Context: an optimization exercise on an open-source flow, tuned for small area. The choices shown serve that exercise and are no tape-out recipe.
Only simulation tests tie the RTL to the original design; equivalence was not proved.

**flow/flow/run.sh**
```bash
#!/bin/bash
# The standard layout (standard.sh, the ORFS flow), with ORFS's own variables set for two steps:
#  - clock tree synthesis without dummy balancing loads, built from clkbuf_8 cells;
#  - port buffering with the smallest buffer cell (every input and output still gets a buffer).
# The full ORFS output goes to standard.log in this folder (per-step logs under orfs/logs).
export CTS_ARGS="-sink_clustering_enable -repair_clock_nets -dont_use_dummy_load -buf_list sky130_fd_sc_hd__clkbuf_8"
export BUFFER_PORTS_ARGS="-buffer_cell sky130_fd_sc_hd__buf_1"
bash standard.sh > standard.log 2>&1
```
**flow/constraint.sdc**
```tcl
create_clock -name core_clock -period 5.0 [get_ports {clk}]
set_input_delay 1.0000 -clock core_clock [delete_from_list [all_inputs] [get_ports {clk}]]
set_output_delay 1.0000 -clock core_clock [all_outputs]
set_load 0.01 [all_outputs]
```
**flow/config.mk**
```make
export PLATFORM = sky130hd
export DESIGN_NAME = total_fir
export DESIGN_NICKNAME = total_fir
export VERILOG_FILES = /design/flow/design.v
export SDC_FILE = /design/flow/constraint.sdc
export NUM_CORES = 4
export LEC_CHECK = 0
export CAP_MARGIN = 20
export CORE_MARGIN = 2
export CORE_UTILIZATION = 60
export SLEW_MARGIN = 20
export SYNTH_HIERARCHICAL = 1
export SYNTH_MINIMUM_KEEP_SIZE = 0
```
**flow/standard.sh**
```bash
#!/bin/bash
# synth_recipe.tcl (not shown) runs the flow's synth.tcl, then flattens the netlist and writes it again
# the make line also repeats each setting of config.mk as NAME=value (left out here)
make -C /OpenROAD-flow-scripts/flow DESIGN_CONFIG=/design/flow/config.mk WORK_HOME=/design/flow/orfs CLKGATE_MAP_FILE= SYNTH_SCRIPT=/design/flow/synth_recipe.tcl "${@:-finish}"
```
**flow/design.v**
```verilog
module total_fir(total_out, x_in, clk);
	input clk;
	input signed [7:0] x_in;
	output signed [15:0] total_out;
	reg [7:0] e0;
	reg [7:0] e1;
	reg [7:0] e2;
	reg [7:0] e3;
	reg [7:0] e4;
	reg [7:0] e5;
	reg [7:0] e6;
	reg [7:0] e7;
	reg [7:0] e8;
	reg [7:0] e9;
	reg [7:0] e10;
	reg [7:0] e11;
	reg [7:0] e12;
	reg [7:0] e13;
	reg [7:0] e14;
	reg [7:0] e15;
	reg [7:0] e16;
	reg [7:0] e17;
	reg r425;
	reg r426;
	reg r491;
	reg r492;
	reg r493;
	reg r554;
	reg r601;
	reg r602;
	reg r635;
	reg r636;
	reg r637;
	reg r664;
	reg r681;
	reg r682;
	reg r691;
	reg r692;
	reg r697;
	reg r698;
	reg r705;
	reg r706;
	reg r707;
	reg r708;
	wire o5;
	wire o6;
	wire o7;
	wire o8;
	wire o16;
	wire w1;
	wire w2;
	wire w3;
	wire w4;
	wire w5;
	wire w6;
	wire w7;
	wire w8;
	wire w9;
	wire w10;
	wire w11;
	wire w12;
	wire w13;
	wire w14;
	wire w15;
	wire w16;
	wire w17;
	wire w18;
	wire w19;
	wire w20;
	wire w21;
	wire w22;
	wire w23;
	wire w24;
	wire w25;
	wire w26;
	wire w27;
	wire w28;
	wire w29;
	wire w30;
	wire w31;
	wire w32;
	wire w33;
	wire w34;
	wire w35;
	wire w36;
	wire w37;
	wire w38;
	wire w39;
	wire w40;
	wire w41;
	wire w42;
	wire w43;
	wire w44;
	wire w45;
	wire w46;
	wire w47;
	wire w48;
	wire w49;
	wire w50;
	wire w51;
	wire w52;
	wire w53;
	wire w54;
	wire w55;
	wire w56;
	wire w57;
	wire w58;
	wire w59;
	wire w60;
	wire w61;
	wire w62;
	wire w63;
	wire w64;
	wire w65;
	wire w66;
	wire w67;
	wire w68;
	wire w69;
	wire w70;
	wire w71;
	wire w72;
	wire w73;
	wire w74;
	wire w75;
	wire w76;
	wire w77;
	wire w78;
	wire w79;
	wire w80;
	wire w81;
	wire w82;
	wire w83;
	wire w84;
	wire w85;
	wire w86;
	wire w87;
	wire w88;
	wire w89;
	wire w90;
	wire w91;
	wire w92;
	wire w93;
	wire w94;
	wire w95;
	wire w96;
	wire w97;
	wire w98;
	wire w99;
	wire w100;
	wire w101;
	wire w102;
	wire w103;
	wire w104;
	wire w105;
	wire w106;
	wire w107;
	wire w108;
	wire w109;
	wire w110;
	wire w111;
	wire w112;
	wire w113;
	wire w114;
	wire w115;
	wire w116;
	wire w117;
	wire w118;
	wire w119;
	wire w120;
	wire w121;
	wire w122;
	wire w123;
	wire w124;
	wire w125;
	wire w126;
	wire w127;
	wire w128;
	wire w129;
	wire w130;
	wire w131;
	wire w132;
	wire w133;
	wire w134;
	wire w135;
	wire w136;
	wire w137;
	wire w138;
	wire w139;
	wire w140;
	wire w141;
	wire w142;
	wire w143;
	wire w144;
	wire w145;
	wire w146;
	wire w147;
	wire w148;
	wire w149;
	wire w150;
	wire w151;
	wire w152;
	wire w153;
	wire w154;
	wire w155;
	wire w156;
	wire w157;
	wire w158;
	wire w159;
	wire w160;
	wire w161;
	wire w162;
	wire w163;
	wire w164;
	wire w165;
	wire w166;
	wire w167;
	wire w168;
	wire w169;
	wire w170;
	wire w171;
	wire w172;
	wire w173;
	wire w174;
	wire w175;
	wire w176;
	wire w177;
	wire w178;
	wire w179;
	wire w180;
	wire w181;
	wire w182;
	wire w183;
	wire w184;
	wire w185;
	wire w186;
	wire w187;
	wire w188;
	wire w189;
	wire w190;
	wire w191;
	wire w192;
	wire w193;
	wire w194;
	wire w195;
	wire w196;
	wire w197;
	wire w198;
	wire w199;
	wire w200;
	wire w201;
	wire w202;
	wire w203;
	wire w204;
	wire w205;
	wire w206;
	wire w207;
	wire w208;
	wire w209;
	wire w210;
	wire w211;
	wire w212;
	wire w213;
	wire w214;
	wire w215;
	wire w216;
	wire w217;
	wire w218;
	wire w219;
	wire w220;
	wire w221;
	wire w222;
	wire w223;
	wire w224;
	wire w225;
	wire w226;
	wire w227;
	wire w228;
	wire w229;
	wire w230;
	wire w231;
	wire w232;
	wire w233;
	wire w234;
	wire w235;
	wire w236;
	wire w237;
	wire w238;
	wire w239;
	wire w240;
	wire w241;
	wire w242;
	wire w243;
	wire w244;
	wire w245;
	wire w246;
	wire w247;
	wire w248;
	wire w249;
	wire w250;
	wire w251;
	wire w252;
	wire w253;
	wire w254;
	wire w255;
	wire w256;
	wire w257;
	wire w258;
	wire w259;
	wire w260;
	wire w261;
	wire w262;
	wire w263;
	wire w264;
	wire w265;
	wire w266;
	wire w267;
	wire w268;
	wire w269;
	wire w270;
	wire w271;
	wire w272;
	wire w273;
	wire w274;
	wire w275;
	wire w276;
	wire w277;
	wire w278;
	wire w279;
	wire w280;
	wire w281;
	wire w282;
	wire w283;
	wire w284;
	wire w285;
	wire w286;
	wire w287;
	wire w288;
	wire w289;
	wire w290;
	wire w291;
	wire w292;
	wire w293;
	wire w294;
	wire w295;
	wire w296;
	wire w297;
	wire w298;
	wire w299;
	wire w300;
	wire w301;
	wire w302;
	wire w303;
	wire w304;
	wire w305;
	wire w306;
	wire w307;
	wire w308;
	wire w309;
	wire w310;
	wire w311;
	wire w312;
	wire w313;
	wire w314;
	wire w315;
	wire w316;
	wire w317;
	wire w318;
	wire w319;
	wire w320;
	wire w321;
	wire w322;
	wire w323;
	wire w324;
	wire w325;
	wire w326;
	wire w327;
	wire w328;
	wire w329;
	wire w330;
	wire w331;
	wire w332;
	wire w333;
	wire w334;
	wire w335;
	wire w336;
	wire w337;
	wire w338;
	wire w339;
	wire w340;
	wire w341;
	wire w342;
	wire w343;
	wire w344;
	wire w345;
	wire w346;
	wire w347;
	wire w348;
	wire w349;
	wire w350;
	wire w351;
	wire w352;
	wire w353;
	wire w354;
	wire w355;
	wire w356;
	wire w357;
	wire w358;
	wire w359;
	wire w360;
	wire w361;
	wire w362;
	wire w363;
	wire w364;
	wire w365;
	wire w366;
	wire w367;
	wire w368;
	wire w369;
	wire w370;
	wire w371;
	wire w372;
	wire w373;
	wire w374;
	wire w375;
	wire w376;
	wire w377;
	wire w378;
	wire w379;
	wire w380;
	wire w381;
	wire w382;
	wire w383;
	wire w384;
	wire w385;
	wire w386;
	wire w387;
	wire w388;
	wire w389;
	wire w390;
	wire w391;
	wire w392;
	wire w393;
	wire w394;
	wire w395;
	wire w396;
	wire w397;
	wire w398;
	wire w399;
	wire w400;
	wire w401;
	wire w402;
	wire w403;
	wire w404;
	wire w405;
	wire w406;
	wire w407;
	wire w408;
	wire w409;
	wire w410;
	wire w411;
	wire w412;
	wire w413;
	wire w414;
	wire w415;
	wire w416;
	wire w417;
	wire w418;
	wire w419;
	wire w420;
	wire w421;
	wire w422;
	wire w423;
	wire w424;
	wire w425;
	wire w426;
	wire w427;
	wire w428;
	wire w429;
	wire w430;
	wire w431;
	wire w432;
	wire w433;
	wire w434;
	wire w435;
	wire w436;
	wire w437;
	wire w438;
	wire w439;
	wire w440;
	wire w441;
	wire w442;
	wire w443;
	wire w444;
	wire w445;
	wire w446;
	wire w447;
	wire w448;
	wire w449;
	wire w450;
	wire w451;
	wire w452;
	wire w453;
	wire w454;
	wire w455;
	wire w456;
	wire w457;
	wire w458;
	wire w459;
	wire w460;
	wire w461;
	wire w462;
	wire w463;
	wire w464;
	wire w465;
	wire w466;
	wire w467;
	wire w468;
	wire w469;
	wire w470;
	wire w471;
	wire w472;
	wire w473;
	wire w474;
	wire w475;
	wire w476;
	wire w477;
	wire w478;
	wire w479;
	wire w480;
	wire w481;
	wire w482;
	wire w483;
	wire w484;
	wire w485;
	wire w486;
	wire w487;
	wire w488;
	wire w489;
	wire w490;
	wire w491;
	wire w492;
	wire w493;
	wire w494;
	wire w495;
	wire w496;
	wire w497;
	wire w498;
	wire w499;
	wire w500;
	wire w501;
	wire w502;
	wire w503;
	wire w504;
	wire w505;
	wire w506;
	wire w507;
	wire w508;
	wire w509;
	wire w510;
	wire w511;
	wire w512;
	wire w513;
	wire w514;
	wire w515;
	wire w516;
	wire w517;
	wire w518;
	wire w519;
	wire w520;
	wire w521;
	wire w522;
	wire w523;
	wire w524;
	wire w525;
	wire w526;
	wire w527;
	wire w528;
	wire w529;
	wire w530;
	wire w531;
	wire w532;
	wire w533;
	wire w534;
	wire w535;
	wire w536;
	wire w537;
	wire w538;
	wire w539;
	wire w540;
	wire w541;
	wire w542;
	wire w543;
	wire w544;
	wire w545;
	wire w546;
	wire w547;
	wire w548;
	wire w549;
	wire w550;
	wire w551;
	wire w552;
	wire w553;
	wire w554;
	wire w555;
	wire w556;
	wire w557;
	wire w558;
	wire w559;
	wire w560;
	wire w561;
	wire w562;
	wire w563;
	wire w564;
	wire w565;
	wire w566;
	wire w567;
	wire w568;
	wire w569;
	wire w570;
	wire w571;
	wire w572;
	wire w573;
	wire w574;
	wire w575;
	wire w576;
	wire w577;
	wire w578;
	wire w579;
	wire w580;
	wire w581;
	wire w582;
	wire w583;
	wire w584;
	wire w585;
	wire w586;
	wire w587;
	wire w588;
	wire w589;
	wire w590;
	wire w591;
	wire w592;
	wire w593;
	wire w594;
	wire w595;
	wire w596;
	wire w597;
	wire w598;
	wire w599;
	wire w600;
	wire w601;
	wire w602;
	wire w603;
	wire w604;
	wire w605;
	wire w606;
	wire w607;
	wire w608;
	wire w609;
	wire w610;
	wire w611;
	wire w612;
	wire w613;
	wire w614;
	wire w615;
	wire w616;
	wire w617;
	wire w618;
	wire w619;
	wire w620;
	wire w621;
	wire w622;
	wire w623;
	wire w624;
	wire w625;
	wire w626;
	wire w627;
	wire w628;
	wire w629;
	wire w630;
	wire w631;
	wire w632;
	wire w633;
	wire w634;
	wire w635;
	wire w636;
	wire w637;
	wire w638;
	wire w639;
	wire w640;
	wire w641;
	wire w642;
	wire w643;
	wire w644;
	wire w645;
	wire w646;
	wire w647;
	wire w648;
	wire w649;
	wire w650;
	wire w651;
	wire w652;
	wire w653;
	wire w654;
	wire w655;
	wire w656;
	wire w657;
	wire w658;
	wire w659;
	wire w660;
	wire w661;
	wire w662;
	wire w663;
	wire w664;
	wire w665;
	wire w666;
	wire w667;
	wire w668;
	wire w669;
	wire w670;
	wire w671;
	wire w672;
	wire w673;
	wire w674;
	wire w675;
	wire w676;
	wire w677;
	wire w678;
	wire w679;
	wire w680;
	wire w681;
	wire w682;
	wire w683;
	wire w684;
	wire w685;
	wire w686;
	wire w687;
	wire w688;
	wire w689;
	wire w690;
	wire w691;
	wire w692;
	wire w693;
	wire w694;
	wire w695;
	wire w696;
	wire w697;
	wire w698;
	wire w699;
	wire w700;
	wire w701;
	wire w702;
	wire w703;
	wire w704;
	wire w705;
	wire w706;
	wire w707;
	wire w708;
	wire n1;
	wire n2;
	wire n3;
	wire n4;
	wire n5;
	wire n6;
	wire n7;
	wire n8;
	wire n9;
	wire n10;
	wire n11;
	wire n12;
	wire n13;
	wire n14;
	wire n15;
	wire n16;
	wire n17;
	wire n18;
	wire n19;
	wire n20;
	wire n21;
	wire n22;
	wire n23;
	wire n24;
	wire n25;
	wire n26;
	wire n27;
	wire n28;
	wire n29;
	wire n30;
	wire n31;
	wire n32;
	wire n33;
	wire n34;
	wire n35;
	wire n36;
	wire n37;
	wire n38;
	wire n39;
	wire n40;
	wire n41;
	wire n42;
	wire n43;
	wire n44;
	wire n45;
	wire n46;
	wire n47;
	wire n48;
	wire n49;
	wire n50;
	wire n51;
	wire n52;
	wire n53;
	wire n54;
	always @(posedge clk) begin
		e0 <= x_in;
		e1 <= e0;
		e2 <= e1 ^ 8'h7f;
		e3 <= e2;
		e4 <= e3;
		e5 <= e4;
		e6 <= e5;
		e7 <= e6 ^ 8'h03;
		e8 <= e7;
		e9 <= e8;
		e10 <= e9 ^ 8'h7c;
		e11 <= e10;
		e12 <= e11 ^ 8'h80;
		e13 <= e12;
		e14 <= e13;
		e15 <= e14;
		e16 <= e15;
		e17 <= e16;
		r425 <= w354;
		r426 <= w423;
		r491 <= w422;
		r492 <= w489;
		r493 <= w424;
		r554 <= w552;
		r601 <= w599;
		r602 <= w553;
		r635 <= w598;
		r636 <= w633;
		r637 <= w600;
		r664 <= w662;
		r681 <= w679;
		r682 <= w663;
		r691 <= w689;
		r692 <= w680;
		r697 <= w688;
		r698 <= w690;
		r705 <= w157;
		r706 <= w213;
		r707 <= w279;
		r708 <= w353;
	end
	assign o5 = ~(~e5[0] | ~e5[1]);
	assign o6 = ~(~e6[0] | ~e6[1]);
	assign o7 = ~(e7[0] | e7[1]);
	assign o8 = ~(e8[0] | e8[1]);
	assign o16 = ~(e16[0] | e16[1]);
	assign n1 = ~e7[2];
	assign n2 = ~e7[3];
	assign n3 = ~e7[4];
	assign n4 = ~e7[5];
	assign n5 = ~e7[6];
	assign n6 = ~e7[7];
	assign n7 = ~e8[2];
	assign n8 = ~e8[3];
	assign n9 = ~e8[4];
	assign n10 = ~e8[5];
	assign n11 = ~e8[6];
	assign n12 = ~e8[7];
	assign n13 = ~e9[0];
	assign n14 = ~e9[1];
	assign n15 = ~e10[0];
	assign n16 = ~e10[1];
	assign n17 = ~e10[2];
	assign n18 = ~e10[3];
	assign n19 = ~e10[4];
	assign n20 = ~e10[5];
	assign n21 = ~e10[6];
	assign n22 = ~e10[7];
	assign n23 = ~e11[7];
	assign n24 = ~e11[0];
	assign n25 = ~e11[1];
	assign n26 = ~e11[2];
	assign n27 = ~e11[3];
	assign n28 = ~e11[4];
	assign n29 = ~e11[5];
	assign n30 = ~e11[6];
	assign n31 = ~e13[0];
	assign n32 = ~e13[1];
	assign n33 = ~e13[2];
	assign n34 = ~e13[3];
	assign n35 = ~e13[4];
	assign n36 = ~e13[5];
	assign n37 = ~e13[6];
	assign n38 = ~e13[7];
	assign n39 = ~e14[0];
	assign n40 = ~e14[1];
	assign n41 = ~e14[2];
	assign n42 = ~e14[3];
	assign n43 = ~e14[4];
	assign n44 = ~e14[5];
	assign n45 = ~e14[6];
	assign n46 = ~e14[7];
	assign n47 = ~e16[0];
	assign n48 = ~e16[1];
	assign n49 = ~e16[2];
	assign n50 = ~e16[3];
	assign n51 = ~e16[4];
	assign n52 = ~e16[5];
	assign n53 = ~e16[6];
	assign n54 = ~e16[7];
	fa uw55 (.a(e3[0]), .b(e4[1]), .c(e4[0]), .s(w55), .co(w56));
	fa uw57 (.a(e5[0]), .b(e5[2]), .c(e6[2]), .s(w57), .co(w58));
	fa uw59 (.a(e7[2]), .b(e8[2]), .c(e10[1]), .s(w59), .co(w60));
	fa uw61 (.a(e11[1]), .b(e12[0]), .c(e12[1]), .s(w61), .co(w62));
	fa uw63 (.a(e13[0]), .b(e14[0]), .c(e14[1]), .s(w63), .co(w64));
	fa uw65 (.a(e17[2]), .b(n49), .c(o5), .s(w65), .co(w66));
	fa uw67 (.a(o6), .b(o7), .c(o8), .s(w67), .co(w68));
	fa uw69 (.a(o16), .b(w55), .c(w57), .s(w69), .co(w70));
	fa uw71 (.a(w59), .b(w61), .c(w63), .s(w71), .co(w72));
	fa uw73 (.a(w65), .b(w67), .c(w69), .s(w73), .co(w74));
	assign w76 = w71 & w73;
	assign w77 = ~(e3[1] ^ e4[0]);
	assign w78 = e3[1] | e4[0];
	fa uw79 (.a(e4[2]), .b(e5[1]), .c(e5[3]), .s(w79), .co(w80));
	fa uw81 (.a(e6[0]), .b(e6[3]), .c(e7[3]), .s(w81), .co(w82));
	fa uw83 (.a(e8[3]), .b(e10[2]), .c(e11[0]), .s(w83), .co(w84));
	fa uw85 (.a(e11[2]), .b(e12[1]), .c(e12[2]), .s(w85), .co(w86));
	fa uw87 (.a(e13[1]), .b(e13[0]), .c(e14[1]), .s(w87), .co(w88));
	fa uw89 (.a(e14[2]), .b(e15[0]), .c(e17[3]), .s(w89), .co(w90));
	fa uw91 (.a(n15), .b(n47), .c(n50), .s(w91), .co(w92));
	fa uw93 (.a(w77), .b(w56), .c(w58), .s(w93), .co(w94));
	fa uw95 (.a(w60), .b(w62), .c(w64), .s(w95), .co(w96));
	fa uw97 (.a(w79), .b(w81), .c(w83), .s(w97), .co(w98));
	fa uw99 (.a(w85), .b(w87), .c(w89), .s(w99), .co(w100));
	fa uw101 (.a(w91), .b(w66), .c(w68), .s(w101), .co(w102));
	fa uw103 (.a(w70), .b(w72), .c(w93), .s(w103), .co(w104));
	fa uw105 (.a(w95), .b(w97), .c(w99), .s(w105), .co(w106));
	fa uw107 (.a(w101), .b(w74), .c(w103), .s(w107), .co(w108));
	assign w110 = (w105 & w76) | (w105 & w107) | (w76 & w107);
	assign w111 = ~(e2[0] ^ e3[2]);
	assign w112 = e2[0] | e3[2];
	fa uw113 (.a(e4[1]), .b(e4[3]), .c(e5[2]), .s(w113), .co(w114));
	fa uw115 (.a(e5[0]), .b(e5[4]), .c(e6[1]), .s(w115), .co(w116));
	fa uw117 (.a(e6[4]), .b(e7[0]), .c(e7[4]), .s(w117), .co(w118));
	fa uw119 (.a(e8[4]), .b(e10[3]), .c(e11[1]), .s(w119), .co(w120));
	fa uw121 (.a(e11[0]), .b(e11[3]), .c(e12[2]), .s(w121), .co(w122));
	fa uw123 (.a(e12[0]), .b(e12[3]), .c(e13[2]), .s(w123), .co(w124));
	fa uw125 (.a(e13[1]), .b(e14[2]), .c(e14[3]), .s(w125), .co(w126));
	fa uw127 (.a(e15[1]), .b(e15[0]), .c(e17[0]), .s(w127), .co(w128));
	fa uw129 (.a(e17[4]), .b(n13), .c(n16), .s(w129), .co(w130));
	fa uw131 (.a(n48), .b(n51), .c(w78), .s(w131), .co(w132));
	fa uw133 (.a(w111), .b(w80), .c(w82), .s(w133), .co(w134));
	fa uw135 (.a(w84), .b(w86), .c(w88), .s(w135), .co(w136));
	fa uw137 (.a(w90), .b(w113), .c(w115), .s(w137), .co(w138));
	fa uw139 (.a(w117), .b(w119), .c(w121), .s(w139), .co(w140));
	fa uw141 (.a(w123), .b(w125), .c(w127), .s(w141), .co(w142));
	fa uw143 (.a(w92), .b(w129), .c(w131), .s(w143), .co(w144));
	fa uw145 (.a(w94), .b(w96), .c(w98), .s(w145), .co(w146));
	fa uw147 (.a(w100), .b(w133), .c(w135), .s(w147), .co(w148));
	fa uw149 (.a(w137), .b(w139), .c(w141), .s(w149), .co(w150));
	fa uw151 (.a(w102), .b(w143), .c(w104), .s(w151), .co(w152));
	fa uw153 (.a(w106), .b(w145), .c(w147), .s(w153), .co(w154));
	fa uw155 (.a(w149), .b(w108), .c(w151), .s(w155), .co(w156));
	fa uw157 (.a(w153), .b(w110), .c(w155), .s(w157), .co(w158));
	fa uw159 (.a(e2[1]), .b(e2[0]), .c(e3[3]), .s(w159), .co(w160));
	fa uw161 (.a(e4[2]), .b(e4[4]), .c(e5[3]), .s(w161), .co(w162));
	fa uw163 (.a(e5[1]), .b(e5[5]), .c(e6[2]), .s(w163), .co(w164));
	fa uw165 (.a(e6[5]), .b(e7[1]), .c(e7[5]), .s(w165), .co(w166));
	fa uw167 (.a(e8[5]), .b(e10[4]), .c(e11[2]), .s(w167), .co(w168));
	fa uw169 (.a(e11[1]), .b(e11[4]), .c(e12[3]), .s(w169), .co(w170));
	fa uw171 (.a(e12[1]), .b(e12[4]), .c(e13[3]), .s(w171), .co(w172));
	fa uw173 (.a(e13[2]), .b(e14[3]), .c(e14[4]), .s(w173), .co(w174));
	fa uw175 (.a(e15[2]), .b(e15[1]), .c(e17[1]), .s(w175), .co(w176));
	fa uw177 (.a(e17[5]), .b(n14), .c(n17), .s(w177), .co(w178));
	fa uw179 (.a(n49), .b(n47), .c(n52), .s(w179), .co(w180));
	fa uw181 (.a(w112), .b(w114), .c(w116), .s(w181), .co(w182));
	fa uw183 (.a(w118), .b(w120), .c(w122), .s(w183), .co(w184));
	fa uw185 (.a(w124), .b(w126), .c(w128), .s(w185), .co(w186));
	fa uw187 (.a(w159), .b(w161), .c(w163), .s(w187), .co(w188));
	fa uw189 (.a(w165), .b(w167), .c(w169), .s(w189), .co(w190));
	fa uw191 (.a(w171), .b(w173), .c(w175), .s(w191), .co(w192));
	fa uw193 (.a(w130), .b(w177), .c(w179), .s(w193), .co(w194));
	fa uw195 (.a(w132), .b(w134), .c(w136), .s(w195), .co(w196));
	fa uw197 (.a(w138), .b(w140), .c(w142), .s(w197), .co(w198));
	fa uw199 (.a(w181), .b(w183), .c(w185), .s(w199), .co(w200));
	fa uw201 (.a(w187), .b(w189), .c(w191), .s(w201), .co(w202));
	fa uw203 (.a(w193), .b(w144), .c(w146), .s(w203), .co(w204));
	fa uw205 (.a(w148), .b(w195), .c(w150), .s(w205), .co(w206));
	fa uw207 (.a(w197), .b(w199), .c(w201), .s(w207), .co(w208));
	fa uw209 (.a(w152), .b(w154), .c(w203), .s(w209), .co(w210));
	fa uw211 (.a(w205), .b(w207), .c(w156), .s(w211), .co(w212));
	fa uw213 (.a(w209), .b(w158), .c(w211), .s(w213), .co(w214));
	assign w215 = ~(e2[2] ^ e2[1]);
	assign w216 = e2[2] | e2[1];
	fa uw217 (.a(e3[4]), .b(e3[0]), .c(e4[3]), .s(w217), .co(w218));
	fa uw219 (.a(e4[0]), .b(e4[5]), .c(e5[4]), .s(w219), .co(w220));
	fa uw221 (.a(e5[2]), .b(e5[6]), .c(e6[3]), .s(w221), .co(w222));
	fa uw223 (.a(e6[6]), .b(e7[6]), .c(e8[6]), .s(w223), .co(w224));
	fa uw225 (.a(e9[2]), .b(e10[0]), .c(e10[5]), .s(w225), .co(w226));
	fa uw227 (.a(e11[3]), .b(e11[2]), .c(e11[5]), .s(w227), .co(w228));
	fa uw229 (.a(e12[4]), .b(e12[2]), .c(e12[0]), .s(w229), .co(w230));
	fa uw231 (.a(e12[5]), .b(e13[4]), .c(e13[3]), .s(w231), .co(w232));
	fa uw233 (.a(e14[4]), .b(e14[5]), .c(e15[3]), .s(w233), .co(w234));
	fa uw235 (.a(e15[2]), .b(e17[2]), .c(e17[6]), .s(w235), .co(w236));
	fa uw237 (.a(n1), .b(n18), .c(n39), .s(w237), .co(w238));
	fa uw239 (.a(n50), .b(n48), .c(n53), .s(w239), .co(w240));
	fa uw241 (.a(w215), .b(w160), .c(w162), .s(w241), .co(w242));
	fa uw243 (.a(w164), .b(w166), .c(w168), .s(w243), .co(w244));
	fa uw245 (.a(w170), .b(w172), .c(w174), .s(w245), .co(w246));
	fa uw247 (.a(w176), .b(w217), .c(w219), .s(w247), .co(w248));
	fa uw249 (.a(w221), .b(w223), .c(w225), .s(w249), .co(w250));
	fa uw251 (.a(w227), .b(w229), .c(w231), .s(w251), .co(w252));
	fa uw253 (.a(w233), .b(w235), .c(w178), .s(w253), .co(w254));
	fa uw255 (.a(w180), .b(w237), .c(w239), .s(w255), .co(w256));
	fa uw257 (.a(w182), .b(w184), .c(w186), .s(w257), .co(w258));
	fa uw259 (.a(w188), .b(w190), .c(w192), .s(w259), .co(w260));
	fa uw261 (.a(w241), .b(w243), .c(w245), .s(w261), .co(w262));
	fa uw263 (.a(w247), .b(w249), .c(w251), .s(w263), .co(w264));
	fa uw265 (.a(w194), .b(w253), .c(w255), .s(w265), .co(w266));
	fa uw267 (.a(w196), .b(w198), .c(w200), .s(w267), .co(w268));
	fa uw269 (.a(w257), .b(w202), .c(w259), .s(w269), .co(w270));
	fa uw271 (.a(w261), .b(w263), .c(w265), .s(w271), .co(w272));
	fa uw273 (.a(w204), .b(w206), .c(w267), .s(w273), .co(w274));
	fa uw275 (.a(w269), .b(w208), .c(w271), .s(w275), .co(w276));
	fa uw277 (.a(w210), .b(w273), .c(w275), .s(w277), .co(w278));
	fa uw279 (.a(w212), .b(w277), .c(w214), .s(w279), .co(w280));
	fa uw281 (.a(e2[3]), .b(e2[2]), .c(e3[5]), .s(w281), .co(w282));
	fa uw283 (.a(e3[1]), .b(e4[4]), .c(e4[1]), .s(w283), .co(w284));
	fa uw285 (.a(e4[6]), .b(e5[5]), .c(e5[3]), .s(w285), .co(w286));
	fa uw287 (.a(e5[7]), .b(e6[4]), .c(e6[7]), .s(w287), .co(w288));
	fa uw289 (.a(e7[7]), .b(e8[0]), .c(e8[7]), .s(w289), .co(w290));
	fa uw291 (.a(e9[3]), .b(e10[1]), .c(e10[6]), .s(w291), .co(w292));
	fa uw293 (.a(e11[4]), .b(e11[3]), .c(e11[6]), .s(w293), .co(w294));
	fa uw295 (.a(e12[5]), .b(e12[3]), .c(e12[1]), .s(w295), .co(w296));
	fa uw297 (.a(e12[6]), .b(e13[5]), .c(e13[4]), .s(w297), .co(w298));
	fa uw299 (.a(e14[5]), .b(e14[6]), .c(e15[4]), .s(w299), .co(w300));
	fa uw301 (.a(e15[3]), .b(e17[3]), .c(e17[7]), .s(w301), .co(w302));
	fa uw303 (.a(n2), .b(n19), .c(n24), .s(w303), .co(w304));
	fa uw305 (.a(n31), .b(n40), .c(n51), .s(w305), .co(w306));
	fa uw307 (.a(n49), .b(n54), .c(w216), .s(w307), .co(w308));
	fa uw309 (.a(w218), .b(w220), .c(w222), .s(w309), .co(w310));
	fa uw311 (.a(w224), .b(w226), .c(w228), .s(w311), .co(w312));
	fa uw313 (.a(w230), .b(w232), .c(w234), .s(w313), .co(w314));
	fa uw315 (.a(w236), .b(w281), .c(w283), .s(w315), .co(w316));
	fa uw317 (.a(w285), .b(w287), .c(w289), .s(w317), .co(w318));
	fa uw319 (.a(w291), .b(w293), .c(w295), .s(w319), .co(w320));
	fa uw321 (.a(w297), .b(w299), .c(w301), .s(w321), .co(w322));
	fa uw323 (.a(w238), .b(w240), .c(w303), .s(w323), .co(w324));
	fa uw325 (.a(w305), .b(w307), .c(w242), .s(w325), .co(w326));
	fa uw327 (.a(w244), .b(w246), .c(w248), .s(w327), .co(w328));
	fa uw329 (.a(w250), .b(w252), .c(w309), .s(w329), .co(w330));
	fa uw331 (.a(w311), .b(w313), .c(w254), .s(w331), .co(w332));
	fa uw333 (.a(w315), .b(w317), .c(w319), .s(w333), .co(w334));
	fa uw335 (.a(w321), .b(w256), .c(w323), .s(w335), .co(w336));
	fa uw337 (.a(w258), .b(w260), .c(w262), .s(w337), .co(w338));
	fa uw339 (.a(w325), .b(w264), .c(w327), .s(w339), .co(w340));
	fa uw341 (.a(w329), .b(w331), .c(w333), .s(w341), .co(w342));
	fa uw343 (.a(w266), .b(w335), .c(w268), .s(w343), .co(w344));
	fa uw345 (.a(w270), .b(w337), .c(w339), .s(w345), .co(w346));
	fa uw347 (.a(w341), .b(w272), .c(w274), .s(w347), .co(w348));
	fa uw349 (.a(w343), .b(w345), .c(w276), .s(w349), .co(w350));
	fa uw351 (.a(w347), .b(w278), .c(w349), .s(w351), .co(w352));
	ha uw353 (.a(w351), .b(w280), .s(w353), .co(w354));
	fa uw355 (.a(e2[4]), .b(e2[3]), .c(e3[6]), .s(w355), .co(w356));
	fa uw357 (.a(e3[2]), .b(e4[5]), .c(e4[2]), .s(w357), .co(w358));
	fa uw359 (.a(e4[7]), .b(e5[6]), .c(e5[4]), .s(w359), .co(w360));
	fa uw361 (.a(e6[5]), .b(e8[1]), .c(e9[4]), .s(w361), .co(w362));
	fa uw363 (.a(e10[2]), .b(e11[5]), .c(e11[4]), .s(w363), .co(w364));
	fa uw365 (.a(e12[6]), .b(e12[4]), .c(e12[2]), .s(w365), .co(w366));
	fa uw367 (.a(e12[7]), .b(e13[6]), .c(e13[5]), .s(w367), .co(w368));
	fa uw369 (.a(e14[6]), .b(e14[7]), .c(e15[5]), .s(w369), .co(w370));
	fa uw371 (.a(e15[4]), .b(e17[4]), .c(n3), .s(w371), .co(w372));
	fa uw373 (.a(n20), .b(n22), .c(n25), .s(w373), .co(w374));
	fa uw375 (.a(n23), .b(n32), .c(n41), .s(w375), .co(w376));
	fa uw377 (.a(n52), .b(n50), .c(w282), .s(w377), .co(w378));
	fa uw379 (.a(w284), .b(w286), .c(w288), .s(w379), .co(w380));
	fa uw381 (.a(w290), .b(w292), .c(w294), .s(w381), .co(w382));
	fa uw383 (.a(w296), .b(w298), .c(w300), .s(w383), .co(w384));
	fa uw385 (.a(w302), .b(w355), .c(w357), .s(w385), .co(w386));
	fa uw387 (.a(w359), .b(w361), .c(w363), .s(w387), .co(w388));
	fa uw389 (.a(w365), .b(w367), .c(w369), .s(w389), .co(w390));
	fa uw391 (.a(w304), .b(w306), .c(w371), .s(w391), .co(w392));
	fa uw393 (.a(w373), .b(w375), .c(w308), .s(w393), .co(w394));
	fa uw395 (.a(w310), .b(w312), .c(w314), .s(w395), .co(w396));
	fa uw397 (.a(w316), .b(w318), .c(w320), .s(w397), .co(w398));
	fa uw399 (.a(w322), .b(w377), .c(w379), .s(w399), .co(w400));
	fa uw401 (.a(w381), .b(w383), .c(w385), .s(w401), .co(w402));
	fa uw403 (.a(w387), .b(w389), .c(w324), .s(w403), .co(w404));
	fa uw405 (.a(w391), .b(w393), .c(w326), .s(w405), .co(w406));
	fa uw407 (.a(w328), .b(w330), .c(w395), .s(w407), .co(w408));
	fa uw409 (.a(w332), .b(w334), .c(w397), .s(w409), .co(w410));
	fa uw411 (.a(w399), .b(w401), .c(w336), .s(w411), .co(w412));
	fa uw413 (.a(w403), .b(w338), .c(w405), .s(w413), .co(w414));
	fa uw415 (.a(w340), .b(w407), .c(w409), .s(w415), .co(w416));
	fa uw417 (.a(w342), .b(w411), .c(w344), .s(w417), .co(w418));
	fa uw419 (.a(w413), .b(w346), .c(w415), .s(w419), .co(w420));
	fa uw421 (.a(w348), .b(w417), .c(w419), .s(w421), .co(w422));
	fa uw423 (.a(w350), .b(w421), .c(w352), .s(w423), .co(w424));
	ha uw427 (.a(r425), .b(r426), .s(w427), .co(w428));
	fa uw429 (.a(e2[5]), .b(e2[4]), .c(e3[7]), .s(w429), .co(w430));
	fa uw431 (.a(e3[3]), .b(e4[6]), .c(e4[3]), .s(w431), .co(w432));
	fa uw433 (.a(e5[7]), .b(e5[5]), .c(e6[6]), .s(w433), .co(w434));
	fa uw435 (.a(e9[5]), .b(e10[3]), .c(e11[6]), .s(w435), .co(w436));
	fa uw437 (.a(e11[5]), .b(e12[7]), .c(e12[5]), .s(w437), .co(w438));
	fa uw439 (.a(e12[3]), .b(e13[7]), .c(e13[6]), .s(w439), .co(w440));
	fa uw441 (.a(e14[7]), .b(e15[6]), .c(e15[5]), .s(w441), .co(w442));
	fa uw443 (.a(e17[5]), .b(n4), .c(n7), .s(w443), .co(w444));
	fa uw445 (.a(n21), .b(n26), .c(n33), .s(w445), .co(w446));
	fa uw447 (.a(n42), .b(n53), .c(n51), .s(w447), .co(w448));
	fa uw449 (.a(w356), .b(w358), .c(w360), .s(w449), .co(w450));
	fa uw451 (.a(w362), .b(w364), .c(w366), .s(w451), .co(w452));
	fa uw453 (.a(w368), .b(w370), .c(w429), .s(w453), .co(w454));
	fa uw455 (.a(w431), .b(w433), .c(w435), .s(w455), .co(w456));
	fa uw457 (.a(w437), .b(w439), .c(w441), .s(w457), .co(w458));
	fa uw459 (.a(w372), .b(w374), .c(w376), .s(w459), .co(w460));
	fa uw461 (.a(w443), .b(w445), .c(w447), .s(w461), .co(w462));
	fa uw463 (.a(w378), .b(w380), .c(w382), .s(w463), .co(w464));
	fa uw465 (.a(w384), .b(w386), .c(w388), .s(w465), .co(w466));
	fa uw467 (.a(w390), .b(w449), .c(w451), .s(w467), .co(w468));
	fa uw469 (.a(w453), .b(w455), .c(w457), .s(w469), .co(w470));
	fa uw471 (.a(w392), .b(w459), .c(w461), .s(w471), .co(w472));
	fa uw473 (.a(w394), .b(w396), .c(w398), .s(w473), .co(w474));
	fa uw475 (.a(w400), .b(w463), .c(w402), .s(w475), .co(w476));
	fa uw477 (.a(w465), .b(w467), .c(w404), .s(w477), .co(w478));
	fa uw479 (.a(w469), .b(w471), .c(w406), .s(w479), .co(w480));
	fa uw481 (.a(w408), .b(w410), .c(w473), .s(w481), .co(w482));
	fa uw483 (.a(w475), .b(w412), .c(w477), .s(w483), .co(w484));
	fa uw485 (.a(w414), .b(w479), .c(w416), .s(w485), .co(w486));
	fa uw487 (.a(w481), .b(w483), .c(w418), .s(w487), .co(w488));
	fa uw489 (.a(w420), .b(w485), .c(w487), .s(w489), .co(w490));
	fa uw494 (.a(r491), .b(r492), .c(r493), .s(w494), .co(w495));
	ha uw496 (.a(w428), .b(w494), .s(w496), .co(w497));
	assign w498 = ~(e2[6] ^ e2[5]);
	assign w499 = e2[6] | e2[5];
	fa uw500 (.a(e3[4]), .b(e4[7]), .c(e4[4]), .s(w500), .co(w501));
	fa uw502 (.a(e5[6]), .b(e6[7]), .c(e9[6]), .s(w502), .co(w503));
	fa uw504 (.a(e10[7]), .b(e10[4]), .c(e11[6]), .s(w504), .co(w505));
	fa uw506 (.a(e12[6]), .b(e12[4]), .c(e13[7]), .s(w506), .co(w507));
	fa uw508 (.a(e15[7]), .b(e15[6]), .c(e17[6]), .s(w508), .co(w509));
	fa uw510 (.a(n5), .b(n8), .c(n23), .s(w510), .co(w511));
	fa uw512 (.a(n27), .b(n34), .c(n43), .s(w512), .co(w513));
	fa uw514 (.a(n54), .b(n52), .c(w498), .s(w514), .co(w515));
	fa uw516 (.a(w430), .b(w432), .c(w434), .s(w516), .co(w517));
	fa uw518 (.a(w436), .b(w438), .c(w440), .s(w518), .co(w519));
	fa uw520 (.a(w442), .b(w500), .c(w502), .s(w520), .co(w521));
	fa uw522 (.a(w504), .b(w506), .c(w508), .s(w522), .co(w523));
	fa uw524 (.a(w444), .b(w446), .c(w448), .s(w524), .co(w525));
	fa uw526 (.a(w510), .b(w512), .c(w514), .s(w526), .co(w527));
	fa uw528 (.a(w450), .b(w452), .c(w454), .s(w528), .co(w529));
	fa uw530 (.a(w456), .b(w458), .c(w516), .s(w530), .co(w531));
	fa uw532 (.a(w518), .b(w460), .c(w520), .s(w532), .co(w533));
	fa uw534 (.a(w522), .b(w462), .c(w524), .s(w534), .co(w535));
	fa uw536 (.a(w526), .b(w464), .c(w466), .s(w536), .co(w537));
	fa uw538 (.a(w468), .b(w470), .c(w528), .s(w538), .co(w539));
	fa uw540 (.a(w530), .b(w532), .c(w472), .s(w540), .co(w541));
	fa uw542 (.a(w534), .b(w474), .c(w476), .s(w542), .co(w543));
	fa uw544 (.a(w536), .b(w478), .c(w538), .s(w544), .co(w545));
	fa uw546 (.a(w540), .b(w480), .c(w482), .s(w546), .co(w547));
	fa uw548 (.a(w542), .b(w484), .c(w544), .s(w548), .co(w549));
	fa uw550 (.a(w486), .b(w546), .c(w548), .s(w550), .co(w551));
	fa uw552 (.a(w488), .b(w550), .c(w490), .s(w552), .co(w553));
	fa uw555 (.a(r554), .b(w495), .c(w497), .s(w555), .co(w556));
	fa uw557 (.a(e2[7]), .b(e2[6]), .c(e3[5]), .s(w557), .co(w558));
	fa uw559 (.a(e4[5]), .b(e5[7]), .c(e9[7]), .s(w559), .co(w560));
	fa uw561 (.a(e10[5]), .b(e12[7]), .c(e12[5]), .s(w561), .co(w562));
	fa uw563 (.a(e15[7]), .b(e17[7]), .c(n6), .s(w563), .co(w564));
	fa uw565 (.a(n9), .b(n23), .c(n28), .s(w565), .co(w566));
	fa uw567 (.a(n35), .b(n44), .c(n53), .s(w567), .co(w568));
	fa uw569 (.a(w499), .b(w501), .c(w503), .s(w569), .co(w570));
	fa uw571 (.a(w505), .b(w507), .c(w509), .s(w571), .co(w572));
	fa uw573 (.a(w557), .b(w559), .c(w561), .s(w573), .co(w574));
	fa uw575 (.a(w511), .b(w513), .c(w563), .s(w575), .co(w576));
	fa uw577 (.a(w565), .b(w567), .c(w515), .s(w577), .co(w578));
	fa uw579 (.a(w517), .b(w519), .c(w521), .s(w579), .co(w580));
	fa uw581 (.a(w523), .b(w569), .c(w571), .s(w581), .co(w582));
	fa uw583 (.a(w525), .b(w573), .c(w575), .s(w583), .co(w584));
	fa uw585 (.a(w527), .b(w577), .c(w529), .s(w585), .co(w586));
	fa uw587 (.a(w531), .b(w533), .c(w579), .s(w587), .co(w588));
	fa uw589 (.a(w581), .b(w535), .c(w583), .s(w589), .co(w590));
	fa uw591 (.a(w537), .b(w539), .c(w585), .s(w591), .co(w592));
	fa uw593 (.a(w587), .b(w541), .c(w589), .s(w593), .co(w594));
	fa uw595 (.a(w543), .b(w545), .c(w591), .s(w595), .co(w596));
	fa uw597 (.a(w593), .b(w547), .c(w549), .s(w597), .co(w598));
	fa uw599 (.a(w595), .b(w551), .c(w597), .s(w599), .co(w600));
	fa uw603 (.a(r601), .b(r602), .c(w556), .s(w603), .co(w604));
	assign w605 = ~(e2[7] ^ e3[6]);
	assign w606 = e2[7] | e3[6];
	fa uw607 (.a(e4[6]), .b(e10[6]), .c(e12[6]), .s(w607), .co(w608));
	fa uw609 (.a(n10), .b(n29), .c(n36), .s(w609), .co(w610));
	fa uw611 (.a(n45), .b(n54), .c(w605), .s(w611), .co(w612));
	fa uw613 (.a(w558), .b(w560), .c(w562), .s(w613), .co(w614));
	fa uw615 (.a(w607), .b(w564), .c(w566), .s(w615), .co(w616));
	fa uw617 (.a(w568), .b(w609), .c(w611), .s(w617), .co(w618));
	fa uw619 (.a(w570), .b(w572), .c(w574), .s(w619), .co(w620));
	fa uw621 (.a(w613), .b(w576), .c(w615), .s(w621), .co(w622));
	fa uw623 (.a(w578), .b(w617), .c(w580), .s(w623), .co(w624));
	fa uw625 (.a(w582), .b(w619), .c(w584), .s(w625), .co(w626));
	fa uw627 (.a(w621), .b(w586), .c(w588), .s(w627), .co(w628));
	fa uw629 (.a(w623), .b(w590), .c(w625), .s(w629), .co(w630));
	fa uw631 (.a(w592), .b(w627), .c(w594), .s(w631), .co(w632));
	fa uw633 (.a(w629), .b(w596), .c(w631), .s(w633), .co(w634));
	fa uw638 (.a(r635), .b(r636), .c(r637), .s(w638), .co(w639));
	ha uw640 (.a(w638), .b(w604), .s(w640), .co(w641));
	fa uw642 (.a(e3[7]), .b(e4[7]), .c(e12[7]), .s(w642), .co(w643));
	fa uw644 (.a(n11), .b(n22), .c(n30), .s(w644), .co(w645));
	fa uw646 (.a(n37), .b(n46), .c(w606), .s(w646), .co(w647));
	fa uw648 (.a(w608), .b(w642), .c(w610), .s(w648), .co(w649));
	fa uw650 (.a(w644), .b(w612), .c(w646), .s(w650), .co(w651));
	fa uw652 (.a(w614), .b(w616), .c(w648), .s(w652), .co(w653));
	fa uw654 (.a(w618), .b(w650), .c(w620), .s(w654), .co(w655));
	fa uw656 (.a(w622), .b(w652), .c(w624), .s(w656), .co(w657));
	fa uw658 (.a(w654), .b(w626), .c(w628), .s(w658), .co(w659));
	fa uw660 (.a(w656), .b(w630), .c(w658), .s(w660), .co(w661));
	fa uw662 (.a(w632), .b(w660), .c(w634), .s(w662), .co(w663));
	ha uw667 (.a(r664), .b(w639), .s(w667), .co(w668));
	cs uw665 (.g(w668), .p(w667), .c(w641), .s(w665), .co(w666));
	fa uw669 (.a(e11[7]), .b(n12), .c(n38), .s(w669), .co(w670));
	fa uw671 (.a(w643), .b(w645), .c(w669), .s(w671), .co(w672));
	fa uw673 (.a(w647), .b(w649), .c(w671), .s(w673), .co(w674));
	fa uw675 (.a(w651), .b(w653), .c(w673), .s(w675), .co(w676));
	fa uw677 (.a(w655), .b(w675), .c(w657), .s(w677), .co(w678));
	fa uw679 (.a(w659), .b(w677), .c(w661), .s(w679), .co(w680));
	ha uw685 (.a(r681), .b(r682), .s(w685), .co(w686));
	cs uw683 (.g(w686), .p(w685), .c(w666), .s(w683), .co(w684));
	fa uw687 (.a(w670), .b(w672), .c(w674), .s(w687), .co(w688));
	fa uw689 (.a(w676), .b(w687), .c(w678), .s(w689), .co(w690));
	ha uw695 (.a(r691), .b(r692), .s(w695), .co(w696));
	cs uw693 (.g(w696), .p(w695), .c(w684), .s(w693), .co(w694));
	ha uw701 (.a(r697), .b(r698), .s(w701), .co(w702));
	cs uw699 (.g(w702), .p(w701), .c(w694), .s(w699), .co(w700));
	assign w703 = w700 ^ 1'b1;
	assign total_out[0] = r705;
	assign total_out[1] = r706;
	assign total_out[2] = r707;
	assign total_out[3] = r708;
	assign total_out[4] = w427;
	assign total_out[5] = w496;
	assign total_out[6] = w555;
	assign total_out[7] = w603;
	assign total_out[8] = w640;
	assign total_out[9] = w665;
	assign total_out[10] = w683;
	assign total_out[11] = w693;
	assign total_out[12] = w699;
	assign total_out[13] = w703;
	assign total_out[14] = w703;
	assign total_out[15] = w703;
endmodule
module fa(input a, input b, input c, output s, output co);
	assign s = a ^ b ^ c;
	assign co = (a & b) | (a & c) | (b & c);
endmodule
module cs(input g, input p, input c, output s, output co);
	assign s = p ^ c;
	assign co = g | (p & c);
endmodule
module ha(input a, input b, output s, output co);
	assign s = a ^ b;
	assign co = a & b;
endmodule
```
==> results.cfg, run 1 <==
[outcome]
status = failed layout checks
so_faults = negative setup slack

[global_route]
grt_overflow_total = 0
grt_max_degree = 20
antenna_found_initial = 0
grt_pass1_vias = 5611
grt_pass1_wl_um = 33500
grt_use_total = 0.279

[routing]
vias = 4310
drc = 0
detail-route-antenna-nets = 0
wl_per_cell_um = 25.1
drt_iter0_drc = 219
post_drt_via_cell_ratio = 5.12
totalWireLength_um = 21200
dr.pass1.iters = 5

[sta]
worst_clock_skew_ns = 0.0452
rsz0062_at_grt = yes
setup_viol = 3
worst_slew_pin_slew_ns = 0.398
hold_viol_final = 0
period_minus_slack_ns = 5.02
max_freq_ghz = 0.199
holdWs_ns = 0.331
drv_slew = 0
fin_ws_ns = -0.0193
slew_headroom = 0.734
timing.final.crit_share = 1.00
tns_ns = -0.0525

[logic_synthesis]
synth_enable_flop_cells = 0
syn_nets = 918
async_reset_ff_frac = 0
syn_inst = 596
yosysMostFrequentCell = fa_1
ys_ff_latch = 166
yosysWarnings = 7
avgSynthCellArea_um2 = 16.7
synth_area_um2 = 9980
synth_common_cells = 296 x fa_1, 166 x dfxtp_1, 89 x inv_1
synth_area_leaders = fa_1 59%, dfxtp_1 33%, inv_1 3.3%, ha_1 2.1%, buf_4 1.2%
ys_types = 9
synth_top_area_frac = 0.594
ys_seq_area_frac = 0.333
yosysTopAreaCell = fa_1
synth-main-ff-cell = dfxtp_1

[place]
dp_worst_setup_slack_ns = 0.0666
gp_congestion = 0.906
hpwl_um = 19200
port_buffers = 24
dp.cells = 825

[final_layout]
multi_input_area_um2 = 6240
finalNonFillerCells = 842
insertedDiodeCount = 0
area_growth_pct = 5.42
fill_cells = 1219
regArea_um2 = 3330
layout.nets = 946
drive_above_1_share = 0.0531

[hold_path]
min_from = e0[0]
whs_path_depth = 0
min_to = e1[0]
hold_class = register to register

[floorplan]
die_w_um = 133
io_pins = 25
core-area_um2 = 16400
die-area_um2 = 17700
rows = 47
initial_utilization = 0.608
die_h_um = 133

[clocking]
htree_levels = 4
clkSlewWorstSetupHoldPaths_ns = 0.08
cts_root_buf = clkbuf_8
clock-sinks = 166
numCtsBuffers = 17
cts_hold_buf = 0
insertion_delay_ns = 0.46
max-clock-path-buffers = 2
cts_tree = yes

[worst_setup_path]
path_max_fanout = 3
timing.rr.end = r554
arrival_ns = 4.02
r2r_slack_ns = 0.40
cp-start-kind = register
r2r_cells = 8
required_ns = 4.00
r2r-start = e4[6]
crit_type = register to primary output
cp-end-kind = primary output

[job]
maxCapViolCount = 0
## critical path, cell delays in order, from the launching register on
cell	delay [ns]
dfxtp_2	0.33
fa_1	0.47
ha_2	0.19
fa_2	0.36
fa_2	0.38
ha_4	0.18
ha_4	0.14
or2_1	0.21
ha_2	0.16
or2_1	0.22
ha_2	0.17
or2_1	0.21
ha_2	0.16
or2_1	0.21
inv_2	0.06
buf_2	0.12
## placed cells by master (no fill, tap or decap), drive strengths merged
master  count
a22oi       1
and2        1
ha         17
buf        25
or2         4
inv        89
fa        296
clkbuf     17
dfxtp     166
nor2        6
## metal layers
metal / vias to the layer above / global-route usage / wire length [um]
met4: 0 / 0.143 / 1090
li1: 1774 / - / -
met2: 105 / 0.479 / 11500
met1: 2389 / 0.344 / 7870
met3: 42 / 0.0475 / 658
met5: - / 0 / 0
## per-module statistics from Yosys, one instance, submodules excluded
module,cell area [um2],copies in the design,flip-flops and latches
ha,12.5,8,0
fa,20.0,296,0
total_fir,3880,1,166
cs,18.8,4,0
## through the flow
stage | utilization | area [um2]
3_3_place_gp | 0.624 | 10200
6_report | 0.641 | 10500
3_5_place_dp | 0.624 | 10200
5_1_grt | 0.641 | 10500
4_1_cts | 0.641 | 10500
2_1_floorplan | - | 9980
## cell families after synthesis
kind of cell	share of synthesized area
adder cells (fa/ha/maj)	0.615
flip-flops	0.333
buffers and inverters	0.0455
AND/OR/NAND/NOR	0.00539
AO/OA/AOI/OAI	0.000753
## worst max path at each step
stage / start / to / slack [ns] / depth (start not counted)
after global placement: r491 / total_out[14] / 0.13 / 15
final: r491 / total_out[15] / -0.02 / 15
after detailed placement: r491 / total_out[14] / 0.07 / 15
after floorplan: r491 / total_out[13] / 0.36 / 15
after CTS: r493 / total_out[14] / -0.15 / 15
after global routing: r491 / total_out[15] / -0.21 / 15
## final cells by class
cell class,count,area share
inverters,89,0.0318
well taps,220,0.0262
clock buffers,17,0.0222
repair buffers,25,0.0103
flip-flops and latches,166,0.316
multi-input cells,325,0.593
## repair_timing
action / CTS / global route
resized for setup: 16 / 2
gates cloned: 0 / 0
setup endpoints to repair: 4 / 4
hold endpoints to repair: 0 / 0
pin swaps: 13 / 4
setup buffers: 0 / 0
==> run 2: changes to the inputs <==
--- a/flow/config.mk
+++ b/flow/config.mk
@@ -7,7 +7,7 @@
 export LEC_CHECK = 0
 export CAP_MARGIN = 20
 export CORE_MARGIN = 2
-export CORE_UTILIZATION = 60
+export CORE_UTILIZATION = 40
 export SLEW_MARGIN = 20
 export SYNTH_HIERARCHICAL = 1
 export SYNTH_MINIMUM_KEEP_SIZE = 0
==> results.cfg, run 2 <==
[outcome]
status = failed layout checks
so_faults = negative setup slack

[place]
dp_worst_setup_slack_ns = 0.0927
port_buffers = 24
hpwl_um = 18800
gp_congestion = 0.885

[global_route]
grt_pass1_wl_um = 32900
grt_pass1_vias = 5446
grt_use_total = 0.180
grt_max_degree = 19
antenna_found_initial = 0
grt_overflow_total = 0

[logic_synthesis]
synth-main-ff-cell = dfxtp_1
syn_inst = 596
yosysTopAreaCell = fa_1
synth_top_area_frac = 0.594
ys_ff_latch = 166
yosysWarnings = 7
ys_seq_area_frac = 0.333
synth_common_cells = 296 x fa_1, 166 x dfxtp_1, 89 x inv_1
synth_area_um2 = 9980
syn_nets = 918
synth_enable_flop_cells = 0
synth_area_leaders = fa_1 59%, dfxtp_1 33%, inv_1 3.3%, ha_1 2.1%, buf_4 1.2%
avgSynthCellArea_um2 = 16.7
ys_types = 9
async_reset_ff_frac = 0
yosysMostFrequentCell = fa_1

[worst_setup_path]
r2r_slack_ns = 0.40
critPathLaunch = r491
path_max_fanout = 3
timing.rr.end = r708
arrival_ns = 4.02
cp-start-kind = register
r2r_cells = 9
cp-end-kind = primary output
required_ns = 4.00
r2r-start = e10[1]
critPathCapture = total_out[13]
crit_type = register to primary output

[routing]
drt_iter0_drc = 207
post_drt_via_cell_ratio = 4.52
detail-route-antenna-nets = 0
vias = 4270
dr.pass1.iters = 4
drc = 0
totalWireLength_um = 20800
wl_per_cell_um = 22.0

[sta]
fin_ws_ns = -0.0170
worst_slew_pin_slew_ns = 0.409
holdWs_ns = 0.317
worst_clock_skew_ns = 0.0365
max_freq_ghz = 0.199
period_minus_slack_ns = 5.02
setup_viol = 3
timing.final.crit_share = 1.00
hold_viol_final = 0
slew_headroom = 0.727
rsz0062_at_grt = yes
drv_slew = 0

[final_layout]
insertedDiodeCount = 0
final_common_cell = fa_1
area_growth_pct = 6.83
layout.nets = 945
final_cell_mix = 294 x fa_1, 164 x dfxtp_1, 88 x inv_1
drive_above_1_share = 0.0515
fill_cells = 2221

[hold_path]
hold_class = register to register
min_from = e0[7]

[floorplan]
die_w_um = 162
die-area_um2 = 26200
initial_utilization = 0.409
io_pins = 25
core-area_um2 = 24400
die_h_um = 162
rows = 57

[clocking]
cts_hold_buf = 0
clock-sinks = 166
cts_root_buf = clkbuf_8
max-clock-path-buffers = 2
htree_levels = 4
cts_tree = yes
insertion_delay_ns = 0.47
numCtsBuffers = 17
clkSlewWorstSetupHoldPaths_ns = 0.11

[job]
maxCapViolCount = 0
## run 2: per-module statistics from Yosys (local to each module, per instance)
module	copies in the design	area (um2)
ha	8	12.5
cs	4	18.8
fa	296	20.0
total_fir	1	3880
## run 2: cell type report
cell class / instances / area [um2] / share of cell area
multi-input combinational: 325 / 6240 / 0.585
sequential: 166 / 3330 / 0.312
tap: 324 / 405 / 0.0380
inverter: 89 / 334 / 0.0313
clock buffer: 17 / 234 / 0.0220
timing repair buffer: 24 / 120 / 0.0113
## run 2: worst min-delay path by stage
stage	end	depth (start not counted)	slack [ns]
finish	e1[7]	0	0.32
global route	e1[7]	0	0.31
CTS	e1[7]	0	0.32
detailed placement	e1[5]	0	0.31
global placement	e1[6]	0	0.31
floorplan	e1[0]	0	0.31
## run 2: cells by family (layout without fill, tap and decap cells)
logic type                 count (synthesis)  after routing  share of synthesized area
AOI/OAI and AO/OA                          1              1                   0.000753
adders and majority gates                313            313                      0.615
buffers and inverters                    105            130                     0.0455
DFF                                      166            166                      0.333
and+or+nand+nor                           11             11                    0.00539
## run 2: layer usage
metal | up-vias | track usage | part of all wire
met1 | 2385 | 0.233 | 0.41
li1 | 1773 | - | -
met3 | 25 | 0.0378 | 0.032
met4 | 0 | 0.0611 | 0.028
met2 | 87 | 0.305 | 0.53
met5 | - | 0 | 0
## run 2: repair_timing
| action | in CTS | in global routing |
|---|---|---|
| setup buffers | 0 | 0 |
| endpoints found under the setup margin | 4 | 4 |
| resized for setup | 21 | 0 |
| pin swaps | 13 | 4 |
## run 2: worst max-delay path, cell delays in order (launching register included)
cell	delay [ns]
dfxtp_2	0.32
fa_1	0.47
ha_2	0.19
fa_2	0.34
fa_2	0.37
ha_4	0.18
ha_4	0.14
or2_1	0.22
ha_2	0.17
or2_1	0.22
ha_2	0.17
or2_1	0.21
ha_2	0.16
or2_1	0.21
inv_2	0.09
buf_6	0.11
## run 2: per-stage QoR
stage | util | cells | setup TNS (ns) | instance area, um2
detailed placement | 0.424 | 928 | 0 | 10400
floorplan | - | 596 | 0 | 9980
CTS | 0.437 | 945 | -0.472 | 10700
finish | 0.437 | 945 | -0.0486 | 10700
global route | 0.437 | 945 | -0.506 | 10700
global placement | 0.424 | 928 | 0 | 10400
==> run 3: changes to the inputs <==
--- a/flow/design.v
+++ b/flow/design.v
@@ -1215,7 +1215,8 @@
 	fa uw660 (.a(w656), .b(w630), .c(w658), .s(w660), .co(w661));
 	fa uw662 (.a(w632), .b(w660), .c(w634), .s(w662), .co(w663));
 	ha uw667 (.a(r664), .b(w639), .s(w667), .co(w668));
-	cs uw665 (.g(w668), .p(w667), .c(w641), .s(w665), .co(w666));
+	xr uw665 (.a(w667), .b(w641), .s(w665));
+	ao uw666 (.g(w668), .p(w667), .c(w641), .co(w666));
 	fa uw669 (.a(e11[7]), .b(n12), .c(n38), .s(w669), .co(w670));
 	fa uw671 (.a(w643), .b(w645), .c(w669), .s(w671), .co(w672));
 	fa uw673 (.a(w647), .b(w649), .c(w671), .s(w673), .co(w674));
@@ -1223,13 +1224,16 @@
 	fa uw677 (.a(w655), .b(w675), .c(w657), .s(w677), .co(w678));
 	fa uw679 (.a(w659), .b(w677), .c(w661), .s(w679), .co(w680));
 	ha uw685 (.a(r681), .b(r682), .s(w685), .co(w686));
-	cs uw683 (.g(w686), .p(w685), .c(w666), .s(w683), .co(w684));
+	xr uw683 (.a(w685), .b(w666), .s(w683));
+	ao uw684 (.g(w686), .p(w685), .c(w666), .co(w684));
 	fa uw687 (.a(w670), .b(w672), .c(w674), .s(w687), .co(w688));
 	fa uw689 (.a(w676), .b(w687), .c(w678), .s(w689), .co(w690));
 	ha uw695 (.a(r691), .b(r692), .s(w695), .co(w696));
-	cs uw693 (.g(w696), .p(w695), .c(w684), .s(w693), .co(w694));
+	xr uw693 (.a(w695), .b(w684), .s(w693));
+	ao uw694 (.g(w696), .p(w695), .c(w684), .co(w694));
 	ha uw701 (.a(r697), .b(r698), .s(w701), .co(w702));
-	cs uw699 (.g(w702), .p(w701), .c(w694), .s(w699), .co(w700));
+	xr uw699 (.a(w701), .b(w694), .s(w699));
+	ao uw700 (.g(w702), .p(w701), .c(w694), .co(w700));
 	assign w703 = w700 ^ 1'b1;
 	assign total_out[0] = r705;
 	assign total_out[1] = r706;
@@ -1252,8 +1256,10 @@
 	assign s = a ^ b ^ c;
 	assign co = (a & b) | (a & c) | (b & c);
 endmodule
-module cs(input g, input p, input c, output s, output co);
-	assign s = p ^ c;
+module xr(input a, input b, output s);
+	assign s = a ^ b;
+endmodule
+module ao(input g, input p, input c, output co);
 	assign co = g | (p & c);
 endmodule
 module ha(input a, input b, output s, output co);
--- a/flow/config.mk
+++ b/flow/config.mk
@@ -7,7 +7,7 @@
 export LEC_CHECK = 0
 export CAP_MARGIN = 20
 export CORE_MARGIN = 2
-export CORE_UTILIZATION = 40
+export CORE_UTILIZATION = 55
 export SLEW_MARGIN = 20
 export SYNTH_HIERARCHICAL = 1
 export SYNTH_MINIMUM_KEEP_SIZE = 0
==> results.cfg, run 3 <==
[floorplan]
die-area_um2 = 19200
die_h_um = 139
rows = 49
die_w_um = 139
io_pins = 25
initial_utilization = 0.559
core-area_um2 = 17800

[place]
port_buffers = 24
dp.cells = 834
gp_congestion = 0.886
dp_worst_setup_slack_ns = 0.358
hpwl_um = 20100

[logic_synthesis]
synth_enable_flop_cells = 0
syn_nets = 914
ys_types = 10
yosysTopAreaCell = fa_1
ys_ff_latch = 166
syn_inst = 596
synth_common_cells = 296 x fa_1, 166 x dfxtp_1, 89 x inv_1
synth-main-ff-cell = dfxtp_1
yosysWarnings = 7
async_reset_ff_frac = 0
synth_top_area_frac = 0.595
synth_area_leaders = fa_1 59%, dfxtp_1 33%, inv_1 3.4%, ha_1 1.6%, buf_4 1.2%
synth_area_um2 = 9970
avgSynthCellArea_um2 = 16.7
yosysMostFrequentCell = fa_1
ys_seq_area_frac = 0.333

[clocking]
cts_setup_buffers = 0
max-clock-path-buffers = 2
clock-sinks = 166
cts_resized = 0
cts_tree = yes
cts_root_buf = clkbuf_8
numCtsBuffers = 17
clkSlewWorstSetupHoldPaths_ns = 0.08
htree_levels = 4
cts_hold_buf = 0
insertion_delay_ns = 0.47

[final_layout]
area_growth_pct = 5.00
layout.core_utilization = 0.587
insertedDiodeCount = 0
final_common_cell = fa_1
fill_cells = 1390
drive_above_1_share = 0.0289
final_cell_mix = 296 x fa_1, 166 x dfxtp_1, 89 x inv_1
layout.nets = 942
finalNonFillerCells = 851

[global_route]
global_route.usage.met1 = 0.317
antenna_found_initial = 0
grt_pass1_vias = 5560
grt_overflow_total = 0
grt_pass1_wl_um = 34300
use_met2 = 0.460
grt.met3_usage = 0.0466
busiest_layer = met2
grt_use_total = 0.259
grt_max_degree = 22

[sta]
slew_headroom = 0.720
holdWs_ns = 0.333
setup_viol = 0
fin_ws_ns = 0.368
rsz0062_at_grt = no
timing.final.crit_share = 0.926
drv_slew = 0
hold_viol_final = 0
tns_ns = 0
worst_clock_skew_ns = 0.0419
period_minus_slack_ns = 4.63
max_freq_ghz = 0.216
worst_slew_pin_slew_ns = 0.420

[routing]
vias = 4340
dr.pass1.iters = 4
detail-route-antenna-nets = 0
totalWireLength_um = 22200
drt_iter0_drc = 243
drc = 0
wl_per_cell_um = 26.1
post_drt_via_cell_ratio = 5.10

[hold_path]
hold_class = register to register

[worst_setup_path]
required_ns = 5.31
path_max_fanout = 5
arrival_ns = 4.94
cp-end-kind = register
crit_type = register to register
cp-start-kind = register

[job]
maxCapViolCount = 0

[outcome]
status = complete, no violations
## run 3: per-module statistics from Yosys (local to each module, per instance)
module / cells inside / flops+latches
ha: 1 / 0
ao: 1 / 0
xr: 1 / 0
fa: 1 / 0
total_fir: 284 / 166
## run 3: worst paths after layout
kind                 to  cells past startpoint  slack, ns  startpoint
setup / recovery   r554                      9       0.37      e11[1]
setup reg to reg   r554                      9       0.37      e11[1]
hold / removal    e1[1]                      0       0.33       e0[1]
hold reg to reg   e1[1]                      0       0.33       e0[1]
## run 3: cells by family (layout without fill, tap and decap cells)
group                    count (synthesis)  count (layout)  share of synthesized area
adder cells (fa/ha/maj)                309             309                      0.611
buffers and inverters                  105             131                     0.0456
AND/OR/NAND/NOR                          7               7                    0.00289
XOR/XNOR                                 4               4                    0.00351
flip-flops                             166             166                      0.333
AO/OA/AOI/OAI                            5               5                    0.00377
## run 3: layout make-up
type | count | area [um2] | area share
well taps | 229 | 287 | 0.0274
repair buffers | 25 | 97.6 | 0.00933
multi-input cells | 325 | 6190 | 0.591
flip-flops and latches | 166 | 3320 | 0.318
clock buffers | 17 | 234 | 0.0224
inverters | 89 | 334 | 0.0319
## run 3: per-layer routing
metal  up-vias  part of all wire  wire, um
met5         -                 0         0
met4         0             0.040       895
met3        44             0.036       795
met2       115              0.56     12300
met1      2413              0.37      8200
li1       1768                 -         -
## run 3: worst max-delay path: stages (launching register included)
cell,delay [ns]
dfxtp_1,0.55
fa_1,0.51
fa_1,0.45
fa_1,0.44
fa_1,0.45
fa_1,0.40
fa_1,0.40
fa_1,0.47
fa_1,0.41
fa_1,0.43
## run 3: through the flow
stage | cell area [um2]
after floorplan | 9970
after CTS | 10500
after global routing | 10500
after global placement | 10200
after detailed placement | 10200
final | 10500

==> what the ideal ports hide <==
The flow's constraints put no driver on any port. The routed layouts listed below were extracted and timed again, unchanged, in two steps.
Step 1 (the two cells are an assumption about what drives the block):
set clk [get_ports {clk}]
set_driving_cell -lib_cell sky130_fd_sc_hd__clkbuf_16 $clk
set_driving_cell -lib_cell sky130_fd_sc_hd__buf_2 [delete_from_list [all_inputs] $clk]
Step 2 times the ports against the registers' clock, not the clock port: input delays grow and output delays shrink by t, the midpoint of the rising clock arrivals with the driver on.
a / b / c = ideal ports / drivers / drivers and shift; a / b = the first two.
| run | t, ns | slack for setup (ns) | worst hold slack (ns) | worst slew at a driven data input, ns | pins driven straight from the clock port |
|---|---|---|---|---|---|
| run 1 | 0.484 | -0.019 / -0.060 / 0.397 | 0.331 / 0.331 / 0.331 | 0.03 | 1 |
| run 2 | 0.494 | -0.017 / -0.059 / 0.396 | 0.317 / 0.317 / 0.317 | 0.03 | 1 |
| run 3 | 0.487 | 0.368 / 0.368 / 0.368 | 0.333 / 0.333 / 0.333 | 0.03 | 1 |
